What follows belongs to an exercise in optimizing a design on an open flow for small area; a production flow would make more cautious choices.
The RTL was checked by simulation tests, not by an equivalence proof against the original design.

**flow/config.mk**
```make
export PLATFORM = sky130hd
export DESIGN_NAME = htop
export DESIGN_NICKNAME = htop
export VERILOG_FILES = /design/flow/design.v
export SDC_FILE = /design/flow/constraint.sdc
export NUM_CORES = 4
export LEC_CHECK = 0
export ABC_AREA = 1
export CAP_MARGIN = 20
export CORE_MARGIN = 2
export CORE_UTILIZATION = 40
export SLEW_MARGIN = 20
```
**flow/constraint.sdc**
```tcl
create_clock -name core_clock -period 6.5 [get_ports {clk_scl}]
set_input_delay 1.3000 -clock core_clock [delete_from_list [all_inputs] [get_ports {clk_scl}]]
set_output_delay 1.3000 -clock core_clock [all_outputs]
set_load 0.01 [all_outputs]
```
**flow/run.sh**
```bash
#!/bin/bash
# synth_recipe.tcl (not shown) runs the flow's synth.tcl, then flattens the netlist and writes it again
# the make line also repeats each setting of config.mk as NAME=value (left out here)
make -C /OpenROAD-flow-scripts/flow DESIGN_CONFIG=/design/flow/config.mk WORK_HOME=/design/flow/orfs CLKGATE_MAP_FILE= SYNTH_SCRIPT=/design/flow/synth_recipe.tcl finish
```
**flow/design.v**
```verilog
module pixel_process (
    input  [7:0] a,
    input  [7:0] b,
    input  [7:0] c,
    input  [7:0] d,
    input        set1,
    output [7:0] y);
wire n0 = ~set1 & a[0];
wire n1 = ~set1 & a[1];
wire n2 = ~set1 & a[2];
wire n3 = set1 ? c[0] : a[3];
wire n4 = set1 ? c[1] : a[4];
wire n5 = set1 ? c[2] : a[5];
wire n6 = set1 ? c[3] : a[6];
wire n7 = set1 ? c[4] : a[7];
wire n8 = set1 & c[5];
wire n9 = set1 & c[6];
wire n10 = set1 & c[7];
wire n11 = ~set1 & b[0];
wire n12 = set1 ? d[0] : b[1];
wire n13 = set1 ? d[1] : b[2];
wire n14 = set1 ? d[2] : b[3];
wire n15 = set1 ? d[3] : b[4];
wire n16 = set1 ? d[4] : b[5];
wire n17 = set1 ? d[5] : b[6];
wire n18 = set1 ? d[6] : b[7];
wire n19 = set1 & d[7];
wire n20 = ~set1 & ~b[0];
wire n21 = set1 ? ~a[0] : ~b[1];
wire n22 = set1 ? ~a[1] : ~b[2];
wire n23 = set1 ? ~a[2] : ~b[3];
wire n24 = set1 ? ~a[3] : ~b[4];
wire n25 = set1 ? ~a[4] : ~b[5];
wire n26 = set1 ? ~a[5] : ~b[6];
wire n27 = set1 ? ~a[6] : ~b[7];
wire n28 = set1 & ~a[7];
wire n29 = ~set1 & c[0];
wire n30 = ~set1 & c[1];
wire n31 = set1 ? c[0] : c[2];
wire n32 = set1 ? c[1] : c[3];
wire n33 = set1 ? c[2] : c[4];
wire n34 = set1 ? c[3] : c[5];
wire n35 = set1 ? c[4] : c[6];
wire n36 = set1 ? c[5] : c[7];
wire n37 = set1 & c[6];
wire n38 = set1 & c[7];
wire n39 = ~set1 & ~d[0];
wire n40 = set1 ? ~a[0] : ~d[1];
wire n41 = set1 ? ~a[1] : ~d[2];
wire n42 = set1 ? ~a[2] : ~d[3];
wire n43 = set1 ? ~a[3] : ~d[4];
wire n44 = set1 ? ~a[4] : ~d[5];
wire n45 = set1 ? ~a[5] : ~d[6];
wire n46 = set1 ? ~a[6] : ~d[7];
wire n47 = set1 & ~a[7];
wire n48 = set1 & ~b[0];
wire n49 = set1 & ~b[1];
wire n50 = set1 & ~b[2];
wire n51 = set1 & ~b[3];
wire n52 = set1 & ~b[4];
wire n53 = set1 & ~b[5];
wire n54 = set1 & ~b[6];
wire n55 = set1 & ~b[7];
wire n56 = set1 & ~b[0];
wire n57 = set1 & ~b[1];
wire n58 = set1 & ~b[2];
wire n59 = set1 & ~b[3];
wire n60 = set1 & ~b[4];
wire n61 = set1 & ~b[5];
wire n62 = set1 & ~b[6];
wire n63 = set1 & ~b[7];
wire n64 = set1 & c[0];
wire n65 = set1 & c[1];
wire n66 = set1 & c[2];
wire n67 = set1 & c[3];
wire n68 = set1 & c[4];
wire n69 = set1 & c[5];
wire n70 = set1 & c[6];
wire n71 = set1 & c[7];
wire n72 = set1 & ~d[0];
wire n73 = set1 & ~d[1];
wire n74 = set1 & ~d[2];
wire n75 = set1 & ~d[3];
wire n76 = set1 & ~d[4];
wire n77 = set1 & ~d[5];
wire n78 = set1 & ~d[6];
wire n79 = set1 & ~d[7];
wire n80 = ~~a[0];
wire n81 = ~~a[7];
wire n82 = ~b[4];
wire n83 = ~b[7];
wire n84 = ~b[7];
wire n85 = ~b[7];
wire n86 = ~a[4] ^ c[5];
wire n87 = ~a[4] & c[5];
wire n88 = ~a[5] ^ c[6] ^ n7;
wire n89 = (~a[5] & c[6]) | (~a[5] & n7) | (c[6] & n7);
wire n90 = n17 ^ n23 ^ n32;
wire n91 = (n17 & n23) | (n17 & n32) | (n23 & n32);
wire n92 = ~a[6] ^ c[7] ^ n8;
wire n93 = (~a[6] & c[7]) | (~a[6] & n8) | (c[7] & n8);
wire n94 = n18 ^ n24 ^ n33;
wire n95 = (n18 & n24) | (n18 & n33) | (n24 & n33);
wire n96 = n47 ^ n49;
wire n97 = n47 & n49;
wire n98 = b[0] ^ n9 ^ n19;
wire n99 = (b[0] & n9) | (b[0] & n19) | (n9 & n19);
wire n100 = n25 ^ n34 ^ n50;
wire n101 = (n25 & n34) | (n25 & n50) | (n34 & n50);
wire n102 = b[1] ^ n10 ^ n26;
wire n103 = (b[1] & n10) | (b[1] & n26) | (n10 & n26);
wire n104 = ~a[1] ^ c[2] ^ n3;
wire n105 = (~a[1] & c[2]) | (~a[1] & n3) | (c[2] & n3);
wire n106 = ~a[2] ^ c[3] ^ n4;
wire n107 = (~a[2] & c[3]) | (~a[2] & n4) | (c[3] & n4);
wire n108 = n14 ^ n20 ^ n29;
wire n109 = (n14 & n20) | (n14 & n29) | (n20 & n29);
wire n110 = ~a[3] ^ c[4] ^ n5;
wire n111 = (~a[3] & c[4]) | (~a[3] & n5) | (c[4] & n5);
wire n112 = n15 ^ n21 ^ n30;
wire n113 = (n15 & n21) | (n15 & n30) | (n21 & n30);
wire n114 = n44 ^ n58;
wire n115 = n44 & n58;
wire n116 = n86 ^ n6 ^ n16;
wire n117 = (n86 & n6) | (n86 & n16) | (n6 & n16);
wire n118 = n22 ^ n31 ^ n45;
wire n119 = (n22 & n31) | (n22 & n45) | (n31 & n45);
wire n120 = n59 ^ n73 ^ set1;
wire n121 = (n59 & n73) | (n59 & set1) | (n73 & set1);
wire n122 = n88 ^ n90 ^ n46;
wire n123 = (n88 & n90) | (n88 & n46) | (n90 & n46);
wire n124 = n48 ^ n60 ^ n64;
wire n125 = (n48 & n60) | (n48 & n64) | (n60 & n64);
wire n126 = n74 ^ set1 ^ n87;
wire n127 = (n74 & set1) | (n74 & n87) | (set1 & n87);
wire n128 = n92 ^ n94 ^ n96;
wire n129 = (n92 & n94) | (n92 & n96) | (n94 & n96);
wire n130 = n61 ^ n65 ^ n75;
wire n131 = (n61 & n65) | (n61 & n75) | (n65 & n75);
wire n132 = ~set1 ^ n89 ^ n91;
wire n133 = (~set1 & n89) | (~set1 & n91) | (n89 & n91);
wire n134 = n98 ^ n100 ^ n62;
wire n135 = (n98 & n100) | (n98 & n62) | (n100 & n62);
wire n136 = n66 ^ n76 ^ n81;
wire n137 = (n66 & n76) | (n66 & n81) | (n76 & n81);
wire n138 = n93 ^ n95 ^ n97;
wire n139 = (n93 & n95) | (n93 & n97) | (n95 & n97);
wire n140 = n102 ^ n35 ^ n51;
wire n141 = (n102 & n35) | (n102 & n51) | (n35 & n51);
wire n142 = n63 ^ n67 ^ n77;
wire n143 = (n63 & n67) | (n63 & n77) | (n67 & n77);
wire n144 = ~a[7] ^ n99 ^ n101;
wire n145 = (~a[7] & n99) | (~a[7] & n101) | (n99 & n101);
wire n146 = b[2] ^ n27 ^ n36;
wire n147 = (b[2] & n27) | (b[2] & n36) | (n27 & n36);
wire n148 = n52 ^ n68 ^ n78;
wire n149 = (n52 & n68) | (n52 & n78) | (n68 & n78);
wire n150 = ~set1 ^ n103;
wire n151 = ~set1 & n103;
wire n152 = b[3] ^ n28 ^ n37;
wire n153 = (b[3] & n28) | (b[3] & n37) | (n28 & n37);
wire n154 = n53 ^ n69 ^ n79;
wire n155 = (n53 & n69) | (n53 & n79) | (n69 & n79);
wire n156 = c[0] ^ n1;
wire n157 = c[0] & n1;
wire n158 = c[1] ^ n2 ^ n12;
wire n159 = (c[1] & n2) | (c[1] & n12) | (n2 & n12);
wire n160 = n104 ^ n13 ^ n42;
wire n161 = (n104 & n13) | (n104 & n42) | (n13 & n42);
wire n162 = n56 ^ set1;
wire n163 = n56 & set1;
wire n164 = n106 ^ n108 ^ n43;
wire n165 = (n106 & n108) | (n106 & n43) | (n108 & n43);
wire n166 = n57 ^ ~set1 ^ n105;
wire n167 = (n57 & ~set1) | (n57 & n105) | (~set1 & n105);
wire n168 = n110 ^ n112 ^ n114;
wire n169 = (n110 & n112) | (n110 & n114) | (n112 & n114);
wire n170 = n72 ^ n107 ^ n109;
wire n171 = (n72 & n107) | (n72 & n109) | (n107 & n109);
wire n172 = n116 ^ n118 ^ n120;
wire n173 = (n116 & n118) | (n116 & n120) | (n118 & n120);
wire n174 = n111 ^ n113 ^ n115;
wire n175 = (n111 & n113) | (n111 & n115) | (n113 & n115);
wire n176 = n122 ^ n124 ^ n126;
wire n177 = (n122 & n124) | (n122 & n126) | (n124 & n126);
wire n178 = n117 ^ n119 ^ n121;
wire n179 = (n117 & n119) | (n117 & n121) | (n119 & n121);
wire n180 = n128 ^ n130 ^ n132;
wire n181 = (n128 & n130) | (n128 & n132) | (n130 & n132);
wire n182 = n123 ^ n125 ^ n127;
wire n183 = (n123 & n125) | (n123 & n127) | (n125 & n127);
wire n184 = n134 ^ n136 ^ n138;
wire n185 = (n134 & n136) | (n134 & n138) | (n136 & n138);
wire n186 = n129 ^ n131 ^ n133;
wire n187 = (n129 & n131) | (n129 & n133) | (n131 & n133);
wire n188 = n140 ^ n142 ^ n144;
wire n189 = (n140 & n142) | (n140 & n144) | (n142 & n144);
wire n190 = n135 ^ n137 ^ n139;
wire n191 = (n135 & n137) | (n135 & n139) | (n137 & n139);
wire n192 = n146 ^ n148 ^ n150;
wire n193 = (n146 & n148) | (n146 & n150) | (n148 & n150);
wire n194 = n141 ^ n143 ^ n145;
wire n195 = (n141 & n143) | (n141 & n145) | (n143 & n145);
wire n196 = n152 ^ n154 ^ set1;
wire n197 = (n152 & n154) | (n152 & set1) | (n154 & set1);
wire n198 = n147 ^ n149 ^ n151;
wire n199 = (n147 & n149) | (n147 & n151) | (n149 & n151);
wire n200 = n38 ^ n54 ^ n70;
wire n201 = (n38 & n54) | (n38 & n70) | (n54 & n70);
wire n202 = n82 ^ n153 ^ n155;
wire n203 = (n82 & n153) | (n82 & n155) | (n153 & n155);
wire n204 = b[5] ^ n55 ^ n71;
wire n205 = (b[5] & n55) | (b[5] & n71) | (n55 & n71);
wire n206 = ~set1 ^ b[4];
wire n207 = ~set1 & b[4];
wire n208 = n156 ^ n11;
wire n209 = n156 & n11;
wire n210 = n158 ^ n41 ^ n80;
wire n211 = (n158 & n41) | (n158 & n80) | (n41 & n80);
wire n212 = n160 ^ n162 ^ ~a[0];
wire n213 = (n160 & n162) | (n160 & ~a[0]) | (n162 & ~a[0]);
wire n214 = n164 ^ n166 ^ n161;
wire n215 = (n164 & n166) | (n164 & n161) | (n166 & n161);
wire n216 = n168 ^ n170 ^ n165;
wire n217 = (n168 & n170) | (n168 & n165) | (n170 & n165);
wire n218 = n172 ^ n174 ^ n169;
wire n219 = (n172 & n174) | (n172 & n169) | (n174 & n169);
wire n220 = n176 ^ n178 ^ n173;
wire n221 = (n176 & n178) | (n176 & n173) | (n178 & n173);
wire n222 = n180 ^ n182 ^ n177;
wire n223 = (n180 & n182) | (n180 & n177) | (n182 & n177);
wire n224 = n184 ^ n186 ^ n181;
wire n225 = (n184 & n186) | (n184 & n181) | (n186 & n181);
wire n226 = n188 ^ n190 ^ n185;
wire n227 = (n188 & n190) | (n188 & n185) | (n190 & n185);
wire n228 = n192 ^ n194 ^ n189;
wire n229 = (n192 & n194) | (n192 & n189) | (n194 & n189);
wire n230 = n196 ^ n198 ^ n193;
wire n231 = (n196 & n198) | (n196 & n193) | (n198 & n193);
wire n232 = n200 ^ n202 ^ n197;
wire n233 = (n200 & n202) | (n200 & n197) | (n202 & n197);
wire n234 = n204 ^ n206 ^ n201;
wire n235 = (n204 & n206) | (n204 & n201) | (n206 & n201);
wire n236 = b[6] ^ ~set1 ^ n205;
wire n237 = (b[6] & ~set1) | (b[6] & n205) | (~set1 & n205);
wire n238 = n0 ^ n39;
wire n239 = n0 & n39;
wire n240 = n208 ^ n40 ^ set1;
wire n241 = (n208 & n40) | (n208 & set1) | (n40 & set1);
wire n242 = n210 ^ n157 ^ n209;
wire n243 = (n210 & n157) | (n210 & n209) | (n157 & n209);
wire n244 = n212 ^ n159 ^ n211;
wire n245 = (n212 & n159) | (n212 & n211) | (n159 & n211);
wire n246 = n214 ^ n163 ^ n213;
wire n247 = (n214 & n163) | (n214 & n213) | (n163 & n213);
wire n248 = n216 ^ n167 ^ n215;
wire n249 = (n216 & n167) | (n216 & n215) | (n167 & n215);
wire n250 = n218 ^ n171 ^ n217;
wire n251 = (n218 & n171) | (n218 & n217) | (n171 & n217);
wire n252 = n220 ^ n175 ^ n219;
wire n253 = (n220 & n175) | (n220 & n219) | (n175 & n219);
wire n254 = n222 ^ n179 ^ n221;
wire n255 = (n222 & n179) | (n222 & n221) | (n179 & n221);
wire n256 = n224 ^ n183 ^ n223;
wire n257 = (n224 & n183) | (n224 & n223) | (n183 & n223);
wire n258 = n226 ^ n187 ^ n225;
wire n259 = (n226 & n187) | (n226 & n225) | (n187 & n225);
wire n260 = n228 ^ n191 ^ n227;
wire n261 = (n228 & n191) | (n228 & n227) | (n191 & n227);
wire n262 = n230 ^ n195 ^ n229;
wire n263 = (n230 & n195) | (n230 & n229) | (n195 & n229);
wire n264 = n232 ^ n199 ^ n231;
wire n265 = (n232 & n199) | (n232 & n231) | (n199 & n231);
wire n266 = n234 ^ n203 ^ n233;
wire n267 = (n234 & n203) | (n234 & n233) | (n203 & n233);
wire n268 = n236 ^ n207 ^ n235;
wire n269 = (n236 & n207) | (n236 & n235) | (n207 & n235);
wire n270 = n83 ^ n237;
wire n271 = n83 & n237;
wire [18:0] sx = {n85, n84, n270, n268, n266, n264, n262, n260, n258, n256, n254, n252, n250, n248, n246, n244, n242, n240, n238};
wire [18:0] sy = {1'b0, n271, n269, n267, n265, n263, n261, n259, n257, n255, n253, n251, n249, n247, n245, n243, n241, n239, ~set1};
wire [18:0] s = sx + sy;
assign y = s[18] ? 8'd0 : (s[17] ? 8'd255 : s[16:9]);
endmodule
module htop (
    rst_n_scl,clk_scl,
    scl_i_vsync,scl_i_hsync,
    scl_i_data_r,scl_i_data_g,scl_i_data_b,
    scl_cfg_mode,scl_cfg_rsz,scl_cfg_flt,scl_i_data_en,
    scl_o_vsync,scl_o_hsync,
    scl_o_data_en,
    scl_o_data_r,scl_o_data_g,scl_o_data_b);
input rst_n_scl,clk_scl;
input scl_i_vsync,scl_i_hsync;
input [7:0] scl_i_data_r,scl_i_data_g,scl_i_data_b;
input scl_i_data_en,scl_cfg_mode,scl_cfg_rsz;
input [1:0] scl_cfg_flt;
output scl_o_vsync,scl_o_hsync;
output scl_o_data_en;
output [7:0] scl_o_data_r,scl_o_data_g,scl_o_data_b;
reg [7:0] r0,r1,r2,r3,r4,r5,ro;
reg [7:0] g0,g1,g2,g3,g4,g5,go;
reg [7:0] b0,b1,b2,b3,b4,b5,bo;
reg e0,e1,e2,e3,e4;         
reg k2,k3,k4,k5,ko;         
reg [1:0] cnt;              
reg [5:0] vsync_d,hsync_d;
reg vo,ho;
reg mode, set1, rev;
wire keep1 = !mode || (scl_cfg_rsz ? (cnt == 2'd0) : !cnt[0]);
wire ldr = mode & k2;
wire ldg = mode & k3;
wire ldb = mode & k4;
wire [7:0] xa = k3 ? g4 : r3;
wire [7:0] xb = k3 ? g3 : r2;
wire [7:0] xc = k3 ? g2 : r1;
wire [7:0] xd0 = k3 ? g1 : r0;
wire xf = k3 ? e2 : e1;
wire [7:0] xd = xf ? xd0 : xc;
wire [7:0] yx;
pixel_process ux(
    .a(rev ? xd : xa), .b(rev ? xc : xb), .c(rev ? xb : xc), .d(rev ? xa : xd),
    .set1(set1), .y(yx));
wire [7:0] yd = e3 ? b2 : b3;
wire [7:0] yy;
pixel_process uy(
    .a(rev ? yd : b5), .b(rev ? b3 : b4), .c(rev ? b4 : b3), .d(rev ? b5 : yd),
    .set1(set1), .y(yy));
wire fr = e1 & !e2;    
wire fg = e2 & !e3;
wire fb = e3 & !e4;
always @(posedge clk_scl) begin
    if (scl_i_data_en) begin
        r0 <= scl_i_data_r;
        g0 <= scl_i_data_g;
        b0 <= scl_i_data_b;
    end
    r1 <= r0; r2 <= r1;
    r3 <= ldr ? yx : (fr ? r1 : r2);
    r4 <= r3; r5 <= r4; ro <= r5;
    g1 <= g0; g2 <= g1; g3 <= g2;
    g4 <= ldg ? yx : (fg ? g2 : g3);
    g5 <= g4; go <= g5;
    b1 <= b0; b2 <= b1; b3 <= b2; b4 <= b3;
    b5 <= ldb ? yy : (fb ? b3 : b4);
    bo <= b5;
    cnt <= (e0 & e1) ? cnt + 2'd1 : 2'd0;
    mode <= scl_cfg_mode;
    set1 <= scl_cfg_flt[0] ^ scl_cfg_flt[1];
    rev <= scl_cfg_flt[1];
    e1 <= e0; e2 <= e1; e3 <= e2; e4 <= e3;
end
always @(posedge clk_scl or negedge rst_n_scl) begin
    if (!rst_n_scl) begin
        e0 <= 0;
        k2 <= 0; k3 <= 0; k4 <= 0; k5 <= 0; ko <= 0;
        vsync_d <= 0; hsync_d <= 0; vo <= 0; ho <= 0;
    end else begin
        e0 <= scl_i_data_en;
        k2 <= e1 & keep1; k3 <= k2; k4 <= k3; k5 <= k4; ko <= k5;
        vsync_d <= {vsync_d[4:0], scl_i_vsync};
        hsync_d <= {hsync_d[4:0], scl_i_hsync};
        vo <= vsync_d[5];
        ho <= hsync_d[5];
    end
end
assign scl_o_data_r = ro;
assign scl_o_data_g = go;
assign scl_o_data_b = bo;
assign scl_o_data_en = ko;
assign scl_o_vsync = vo;
assign scl_o_hsync = ho;
endmodule
```
==> out/metrics.csv, run 1 <==
metric,value,unit
status,timing/DRC/antenna clean,
htreeDepth,4,
cts_tree,built,
cts_setup_buffers,0,
slew_viol_final,0,
synth_edf_count,24,
crit_type,reg -> reg,
first_iter_violations,671,
port-buffer-count,59,
die_w,187,um
cts_hold_buf,0,
hold_violations,0,
ys.warnings.count,1,
drc,0,
track_usage,19.1,%
syn_area_per_cell,8.52,sq um
synth_top_area_share,23.8,%
cpLargestDelayFamily,adder cells,
slowest_delay,0.56,ns
synth_flop_cell,dfxtp_1,
fill_cells,3278,
cap_viol_max_count,0,
ant_nets,0,
area_growth_syn_to_layout,13.1,%
synth_top_cell_by_area,fa_1,
yosysMostFrequentCell,nand2_1,
seq_area_frac_synth,31.9,%
dieArea,35100,sq um
netlist_area,13400,sq um
cp-startpoint,k3,
antenna_cells,0,
antenna_found_initial,0,
first_pass_iters,5,
crit_fanout,10,
min_path_type,reg -> reg,
gp_congestion,0.944,
totalWireLength,32700,um
route.vias.total,9957,
worst_pin_slew,1.02,ns
dp_cells,2056,
finalClockSkew,0.0140,ns
synth.top_cells.by_count,"317 x nand2_1, 312 x inv_1, 160 x fa_1",
placedInstanceArea,14500,sq um
grt_pass1_wl,52500,um
endpoint_kind,register,
post-dp-hpwl,27300,um
finish.instance_area,15200,sq um
startpoint_type,register,
synthTopCellsByArea,"fa_1 24%, dfxtp_1 23%, nand2_1 8.9%, inv_1 8.7%, ha_1 5.5%",
ys_ff_latch,197,
async_flop_share,10.2,%
clk_path_buf_depth,2,
cp_slowest_cell,fa_1,
post-route-period-util,94.3,%
root_buffer,clkbuf_16,
avgRoutedWirePerCell,15.7,um
core,33300,sq um
slew_headroom,31.8,%
cts.reportedPaths.clkPinSlew,0.06,ns
required,6.81,ns
grt_max_degree,92,
ys_types,47,
fin_util,45.6,%
die_y,187,um
netlist_instances,1576,
grt_pass1_vias,10000,
io_pins,60,
rows,67,
fin_nets,1879,
grt-ovfl-total,0,
worstPathArrival,6.44,ns
period_minus_slack,6.13,ns
cts.sinks,197,
cts_made_buffers,17,
setup_viol,0,
start_util,40.4,%
fin_cells,2088,
rsz0062_at_grt,false,
syn-num-nets,1828,
critical_path_buf_inv_count,5,
vias_per_cell,4.77,
clock_latency,0.43,ns
reg2reg_from,k3,
min_from,r5[5],
drive_gt1_share,5.61,%
finalSetupTns,0,ns
fmax,163,MHz
layout by cell type (no fill, tap or decap), drive strengths merged, types with 39 or more instances in the layout:
cell	instances
ha	59
nand2	326
o21ai	170
fa	160
nand3	39
inv	316
dfxtp	153
clkdlybuf4s50	59
nor2	114
a21oi	51
cells by family (layout without fill, tap and decap cells):
kind of cell / Yosys count / after routing / synth area share (%)
adders and majority gates: 219 / 219 / 29.3
buffers and inverters: 360 / 424 / 10.6
xor gates and xnor gates: 11 / 11 / 0.717
AOI/OAI and AO/OA: 253 / 253 / 10.2
and+or+nand+nor: 523 / 523 / 16.2
DFF: 197 / 197 / 31.9
muxes: 13 / 13 / 0.969
metal layers:
layer,vias up,part of all wire [%],global-route usage [%]
li1,4939,-,-
met1,4734,49,27.5
met2,257,44,29.7
met3,27,5.9,3.83
met4,0,1.4,4.58
met5,-,0,0
path summary, 6_finish.rpt:
kind,slack [ns],endpoint,cells after the start
min in group asynchronous,1.37,k5,1
worst max-delay path,0.37,g4[6],26
worst min-delay path,0.32,ro[5],0
worst max register to register,0.37,g4[6],26
worst min register to register,0.32,ro[5],0
max in group asynchronous,4.53,k3,1
sequential cells by signal (all words and copies together) (netlist names), 2 cells and up:
name	cells
b0	8
b1	8
b2	8
b3	8
b4	8
b5	8
bo	8
cnt	2
g0	8
g1	8
g2	8
g3	8
g4	8
g5	8
go	8
hsync_d	6
r0	8
r1	8
r2	8
r3	8
r4	8
r5	8
ro	8
vsync_d	6
per-stage QoR:
step                hold WS [ns]  worst slack (ns)
CTS                        0.328             0.277
global placement           0.311             0.399
global route               0.331           0.00332
detailed placement         0.312             0.307
floorplan                  0.310             0.611
finish                     0.325             0.369
timing repair:
item,CTS,global route
endpoints found under the setup margin,0,16
resized for setup,0,10
endpoints found under the hold margin,0,0
area by class of cell:
cell class / instances / area [sq um] / share of cell area [%]
multi-input combinational: 1019 / 7730 / 50.9
sequential: 197 / 4290 / 28.2
inverter: 317 / 1200 / 7.87
timing repair buffer: 75 / 736 / 4.84
tap: 448 / 561 / 3.69
clock buffer: 24 / 558 / 3.67
clock inverter: 8 / 125 / 0.824
==> run 2: changes to the inputs <==
--- a/flow/config.mk
+++ b/flow/config.mk
@@ -7,3 +7,2 @@
 export LEC_CHECK = 0
-export ABC_AREA = 1
 export CAP_MARGIN = 20
==> run 2 against run 1 <==
Net effect:
- utilization up 1.5 points
- critical path type unchanged
- still clean on timing, DRC and antenna
- cell count down 17%
- global-route usage down 1.0 points
- non-clock buffer count up 41
==> out/metrics.csv, run 2 <==
metric,value,unit,change
rows,65,,was 67
rr_worst_depth,24,,was 26
io_pins,60,,unchanged
slowest_delay,0.54,ns,was 0.56 ns
hold_path_depth,0,,unchanged
core,31600,sq um,was 33300 sq um
root_buffer,clkbuf_16,,unchanged
area_growth_syn_to_layout,16.0,%,was 13.1%
synthTopCellsByArea,"fa_1 25%, dfxtp_1 24%, inv_1 5.8%, ha_1 5.7%, edfxtp_1 5.6%",,"was fa_1 24%, dfxtp_1 23%, nand2_1 8.9%, inv_1 8.7%, ha_1 5.5%"
endpoint_kind,register,,unchanged
antenna_cells,0,,unchanged
totalWireLength,29000,um,was 32700 um
synth.top_cells.by_count,"199 x inv_1, 160 x fa_1, 153 x dfxtp_1",,"was 317 x nand2_1, 312 x inv_1, 160 x fa_1"
synth_top_area_share,24.9,%,was 23.8%
seq_area_frac_synth,33.3,%,was 31.9%
hold_violations,0,,unchanged
crit_fanout,10,,unchanged
setup_viol,0,,unchanged
worstPathArrival,6.51,ns,was 6.44 ns
post_cts_resized,0,,unchanged
fin_nets,1572,,was 1879
antenna_found_initial,1,,was 0
post-route-period-util,95.3,%,was 94.3%
syn_area_per_cell,10.5,sq um,was 8.52 sq um
cap_viol_max_count,0,,unchanged
placedInstanceArea,14300,sq um,was 14500 sq um
route.vias.total,8441,,was 9957
fin_cells,1735,,was 2088
min_from,r4[0],,was r5[5]
worst_pin_slew,0.829,ns,was 1.02 ns
min_path_type,reg -> reg,,unchanged
port-buffer-count,59,,unchanged
clk_path_buf_depth,2,,unchanged
clock_latency,0.44,ns,was 0.43 ns
synth_top_cell_by_area,fa_1,,unchanged
timing.critical_path.mode_cell,fa_1,,
cts_hold_buf,0,,unchanged
finish.instance_area,14900,sq um,was 15200 sq um
grt_pass1_vias,8468,,was 10000
post-dp-hpwl,24200,um,was 27300 um
gp_congestion,0.893,,was 0.944
rsz0062_at_grt,false,,unchanged
required,6.81,ns,about the same
cp_slowest_cell,fa_1,,unchanged
cts_setup_buffers,0,,unchanged
final_common_cell,inv_1,,was nand2_1
ant_nets,0,,unchanged
grt-ovfl-total,0,,unchanged
yosysMostFrequentCell,inv_1,,was nand2_1
finalClockSkew,0.0202,ns,was 0.0140 ns
r2r_slack,0.30,ns,was 0.37 ns
timing.final.ws_setup,0.303,ns,was 0.369 ns
startpoint_type,register,,unchanged
final_cell_mix,"198 x inv_1, 160 x fa_1, 149 x dfxtp_1, 98 x nand2_1, 75 x nor2_1",,"was 317 x nand2_1, 311 x inv_1, 160 x fa_1, 151 x dfxtp_1, 134 x o21ai_0"
netlist_instances,1229,,was 1576
vias_per_cell,4.87,,was 4.77
async_flop_share,10.2,%,unchanged
grt_pass1_wl,46700,um,was 52500 um
die_w,183,um,was 187 um
ys.warnings.count,1,,unchanged
ys_ff_latch,197,,unchanged
crit_type,reg -> reg,,unchanged
first_pass_iters,5,,unchanged
die_y,183,um,was 187 um
grt_max_degree,81,,was 92
fmax,161,MHz,was 163 MHz
hold_end,r5[0],,was ro[5]
track_usage,18.1,%,was 19.1%
avgRoutedWirePerCell,16.7,um,was 15.7 um
ys_types,56,,was 47
reg2reg_from,e1,,was k3
drc,0,,unchanged
slew_headroom,44.6,%,was 31.8%
syn-num-nets,1481,,was 1828
netlist_area,12900,sq um,was 13400 sq um
synth_flop_cell,dfxtp_1,,unchanged
period_minus_slack,6.20,ns,was 6.13 ns
dp_cells,1702,,was 2056
synth_edf_count,24,,unchanged
cts_tree,built,,unchanged
pre_cts_ws,0.0480,ns,was 0.307 ns
dieArea,33600,sq um,was 35100 sq um
path_cells,buf_12 > mux2_2 > o21ai_1 > nand2_1 > o21ai_0 > buf_4 > inv_1 > nor2_1 > ha_1 > fa_1 > inv_1 > fa_1 > fa_1 > inv_1 > fa_1 > ha_1 > a21oi_2 > o221ai_1 > a21o_1 > a21oi_1 > o21ai_0 > or3_1 > o21ai_2 > o21ai_1,,
cts_made_buffers,17,,unchanged
r2r_end,g4[6],,unchanged
cts.reportedPaths.clkPinSlew,0.08,ns,was 0.06 ns
cts.sinks,197,,unchanged
drive_gt1_share,12.9,%,was 5.61%
holdWs,0.326,ns,was 0.325 ns
finalSetupTns,0,ns,unchanged
first_iter_violations,513,,was 671
status,timing/DRC/antenna clean,,unchanged
start_util,40.6,%,was 40.4%
slew_viol_final,0,,unchanged
htreeDepth,4,,unchanged
## run 2: cell types whose count changed after synthesis, sizes merged, moves of 19 or more
| cell | previous run | this run |
|---|---|---|
| inv | 316 | 199 |
| mux2 | 0 | 45 |
| mux2i | 13 | 49 |
| nand2 | 326 | 98 |
| nand3 | 39 | 10 |
| nor2 | 114 | 76 |
| o21ai | 170 | 69 |
| or2 | 21 | 2 |
## run 2: worst max-delay path: cells and delay by family (launching register included)
family | cells | cell delay, ns
muxes | 1 | 0.32
buffers and inverters | 5 | 0.49
AOI/OAI and AO/OA | 9 | 1.50
DFF | 1 | 0.37
adders and majority gates | 6 | 2.63
and+or+nand+nor | 3 | 0.74
## run 2: kinds of logic after synthesis
group	Yosys count	synth area share, %
AOI/OAI and AO/OA	195	9.16
xor gates and xnor gates	18	1.28
adders and majority gates	219	30.7
buffers and inverters	244	7.22
DFF	197	33.3
muxes	102	9.19
and+or+nand+nor	254	9.19
## run 2: through the flow
stage | utilization, %
floorplan | -
detailed placement | 45.1
CTS | 47.0
global route | 47.2
finish | 47.2
global placement | 45.1
## run 2: per-layer routing
metal	wire length, um	track usage [%]	up-vias
met2	12800	27.4	171
met5	0	0	-
li1	-	-	4156
met4	270	3.65	0
met1	14800	27.7	4090
met3	1170	2.60	24
## run 2: worst max path at each step
stage,from,endpoint
after CTS,e1,g4[6]
after global routing,e3,b5[1]
after floorplan,set1,r3[6]
final,e1,g4[6]
after detailed placement,e1,r3[6]
after global placement,e1,r3[6]
## run 2: cell type report
class	count	area (sq um)
fill	2877	16700
clock inverter	14	173
clock buffer	18	439
tap	402	503
multi-input combinational	788	7670
inverter	200	751
timing repair buffer	116	1090
sequential	197	4300
==> run 3: changes to the inputs <==
--- a/flow/config.mk
+++ b/flow/config.mk
@@ -10,2 +10,3 @@
 export CORE_UTILIZATION = 40
+export CTS_BUF_LIST = sky130_fd_sc_hd__clkbuf_4 sky130_fd_sc_hd__clkbuf_8
 export SLEW_MARGIN = 20
==> run 3 against run 2 <==
Net effect:
- still clean on timing, DRC and antenna
- clock-buffer cell count stayed put
- worst hold slack better by 0.0031 ns
- critical path depth is 2 lower
- synthesized area stayed put
- wire length is 0.43% lower
- register-to-register slack hardly changed
- worst setup slack worse by 0.0064 ns
- highest routed layer unchanged
==> out/metrics.csv, run 3 <==
metric,value,unit,change
avgRoutedWirePerCell,16.6,um,was 16.7 um
htreeDepth,4,,unchanged
seqCellArea,4300,sq um,unchanged
fmax,161,MHz,about the same
path_cells,buf_12 > mux2_2 > o21ai_0 > mux2_2 > mux2_2 > fa_1 > inv_1 > fa_1 > inv_1 > fa_1 > fa_1 > inv_1 > fa_1 > ha_1 > a21oi_2 > o221ai_1 > a21o_1 > a21oi_1 > o21ai_0 > or3_1 > o21ai_2 > o21ai_1,,was buf_12 > mux2_2 > o21ai_1 > nand2_1 > o21ai_0 > buf_4 > inv_1 > nor2_1 > ha_1 > fa_1 > inv_1 > fa_1 > fa_1 > inv_1 > fa_1 > ha_1 > a21oi_2 > o221ai_1 > a21o_1 > a21oi_1 > o21ai_0 > or3_1 > o21ai_2 > o21ai_1
antenna_cells,0,,unchanged
wl_met2,12600,um,was 12800 um
startpoint_type,register,,unchanged
dp_cells,1702,,unchanged
async_flop_share,10.2,%,unchanged
cts.reportedPaths.clkPinSlew,0.11,ns,was 0.08 ns
period_minus_slack,6.20,ns,about the same
cp_slowest_cell,fa_1,,unchanged
die_y,183,um,unchanged
track_usage,18.0,%,was 18.1%
seq_area_frac_synth,33.3,%,unchanged
netlist_instances,1229,,unchanged
cts_tree,built,,unchanged
first_pass_iters,5,,unchanged
first_iter_violations,457,,was 513
root_buffer,clkbuf_8,,was clkbuf_16
synth_top_cell_by_area,fa_1,,unchanged
setup_viol,0,,unchanged
fin_cells,1735,,unchanged
slew_headroom,44.3,%,was 44.6%
timing.critical_path.mode_cell,fa_1,,unchanged
wl_met3,1300,um,was 1170 um
antenna_found_initial,0,,was 1
fin_nets,1572,,unchanged
die_w,183,um,unchanged
port-buffer-count,59,,unchanged
required,6.85,ns,was 6.81 ns
vias_per_cell,4.90,,was 4.87
cts_hold_buf,0,,unchanged
syn_area_per_cell,10.5,sq um,unchanged
syn-num-nets,1481,,unchanged
ant_nets,0,,unchanged
synthTopCellsByArea,"fa_1 25%, dfxtp_1 24%, inv_1 5.8%, ha_1 5.7%, edfxtp_1 5.6%",,unchanged
route.vias.total,8498,,was 8441
drive_gt1_share,13.0,%,was 12.9%
cts.sinks,197,,unchanged
wl_met1,14600,um,was 14800 um
endpoint_kind,register,,unchanged
gp_congestion,0.893,,unchanged
totalWireLength,28800,um,was 29000 um
worst_pin_slew,0.833,ns,was 0.829 ns
netlist_area,12900,sq um,unchanged
core,31600,sq um,unchanged
grt_max_degree,81,,unchanged
post_cts_resized,0,,unchanged
synth_flop_cell,dfxtp_1,,unchanged
min_path_type,reg -> reg,,unchanged
post-dp-hpwl,24200,um,unchanged
final_common_cell,inv_1,,unchanged
grt_pass1_wl,46300,um,was 46700 um
start_util,40.6,%,unchanged
dieArea,33600,sq um,unchanged
cap_viol_max_count,0,,unchanged
status,timing/DRC/antenna clean,,unchanged
ys.warnings.count,1,,unchanged
grt-ovfl-total,0,,unchanged
clock_latency,0.49,ns,was 0.44 ns
post-route-period-util,95.4,%,was 95.3%
rows,65,,unchanged
placedInstanceArea,14300,sq um,unchanged
drc,0,,unchanged
ys_ff_latch,197,,unchanged
slowest_delay,0.54,ns,about the same
synth_top_area_share,24.9,%,unchanged
io_pins,60,,unchanged
crit_type,reg -> reg,,unchanged
grt_pass1_vias,8447,,was 8468
fill_cells,2911,,was 2877
ys_types,56,,unchanged
slew_viol_final,0,,unchanged
synth_edf_count,24,,unchanged
cts_made_buffers,17,,unchanged
yosysMostFrequentCell,inv_1,,unchanged
clk_path_buf_depth,2,,unchanged
area_growth_syn_to_layout,14.6,%,was 16.0%
cts_setup_buffers,0,,unchanged
multi_input_area,7680,sq um,was 7670 sq um
final_cell_mix,"198 x inv_1, 160 x fa_1, 149 x dfxtp_1, 98 x nand2_1, 75 x nor2_1",,unchanged
hold_violations,0,,unchanged
synth.top_cells.by_count,"199 x inv_1, 160 x fa_1, 153 x dfxtp_1",,unchanged
finalClockSkew,0.0262,ns,was 0.0202 ns
crit_fanout,10,,unchanged
worstPathArrival,6.56,ns,was 6.51 ns
top_layer,met4,,unchanged
finish.instance_area,14700,sq um,was 14900 sq um
## run 3: cell counts after synthesis
No cell type changed its count.
## run 3: cell families after synthesis
group           after synthesis  share of synthesized area, %
simple gates                254                          9.19
buf+inv                     244                          7.22
fa+ha+maj                   219                          30.7
flops                       197                          33.3
compound gates              195                          9.16
mux                         102                          9.19
xor+xnor                     18                          1.28
## run 3: per-stage QoR
| stage | util [%] | setup slack, ns | hold WS [ns] | TNS (ns) |
|---|---|---|---|---|
| 3_5_place_dp | 45.1 | 0.0480 | 0.312 | 0 |
| 4_1_cts | 46.4 | 0.0164 | 0.331 | 0 |
| 3_3_place_gp | 45.1 | 0.114 | 0.312 | 0 |
| 6_report | 46.6 | 0.297 | 0.329 | 0 |
| 2_1_floorplan | - | 0.320 | 0.310 | 0 |
| 5_1_grt | 46.6 | -0.00158 | 0.337 | -0.00158 |
## run 3: cell type report
type | instances | area share (%)
Sequential cell | 197 | 29.1
Clock buffer | 18 | 1.68
Clock inverter | 14 | 1.17
Tap cell | 402 | 3.41
Multi-Input combinational cell | 788 | 52.1
Timing Repair Buffer | 116 | 7.39
Inverter | 200 | 5.09
## run 3: final timing paths
check	start	endpoint	slack (ns)	cells past startpoint
worst max-delay path	e1	r3[6]	0.30	22
worst min-delay path	b1[7]	b2[7]	0.33	0
worst max register to register	e1	r3[6]	0.30	22
worst min register to register	b1[7]	b2[7]	0.33	0
max in group asynchronous	rst_n_scl	k3	4.65	1
min in group asynchronous	rst_n_scl	vsync_d[0]	1.28	1
## run 3: per-layer routing
layer / vias up / global-route usage, %
li1: 4149 / -
met3: 27 / 3.00
met2: 200 / 27.0
met5: - / 0
met1: 4122 / 27.4
met4: 0 / 3.49
## run 3: worst max-delay path: cells and delay by family (launching register included)
family                     cells  cell delay, ns
and+or+nand+nor                1            0.45
muxes                          3            0.85
DFF                            1            0.36
AOI/OAI and AO/OA              8            1.22
buffers and inverters          4            0.31
adders and majority gates      6            2.88

static timing again, ports no longer ideal:
No port has a modelled driver above. Below, the same layouts with a new extraction and two added sets of constraints. Step 1 (the two cells are an assumption about what drives the block):
set clk [get_ports {clk_scl}]
set_driving_cell -lib_cell sky130_fd_sc_hd__clkbuf_16 $clk
set_driving_cell -lib_cell sky130_fd_sc_hd__buf_2 [delete_from_list [all_inputs] $clk]
Step 2 moves the port delays by t, midway between the first and last clock arrival at a register: inputs arrive t later, outputs are due t later. That takes back most of the time a late clock gives input paths. Slacks: ideal ports / drivers / drivers and shift; pairs: ideal ports / drivers.
| run | t (ns) | setup WS [ns] | worst hold slack (ns) | latest minus earliest clock arrival (ns) |
|---|---|---|---|---|
| run 1 | 0.476 | 0.369 / 0.369 / 0.369 | 0.325 / 0.325 / 0.325 | 0.015 / 0.015 |
| run 2 | 0.479 | 0.303 / 0.303 / 0.303 | 0.326 / 0.326 / 0.326 | 0.020 / 0.021 |
| run 3 | 0.517 | 0.297 / 0.297 / 0.297 | 0.329 / 0.329 / 0.329 | 0.026 / 0.026 |
After both steps setup and hold are still met in every run listed.
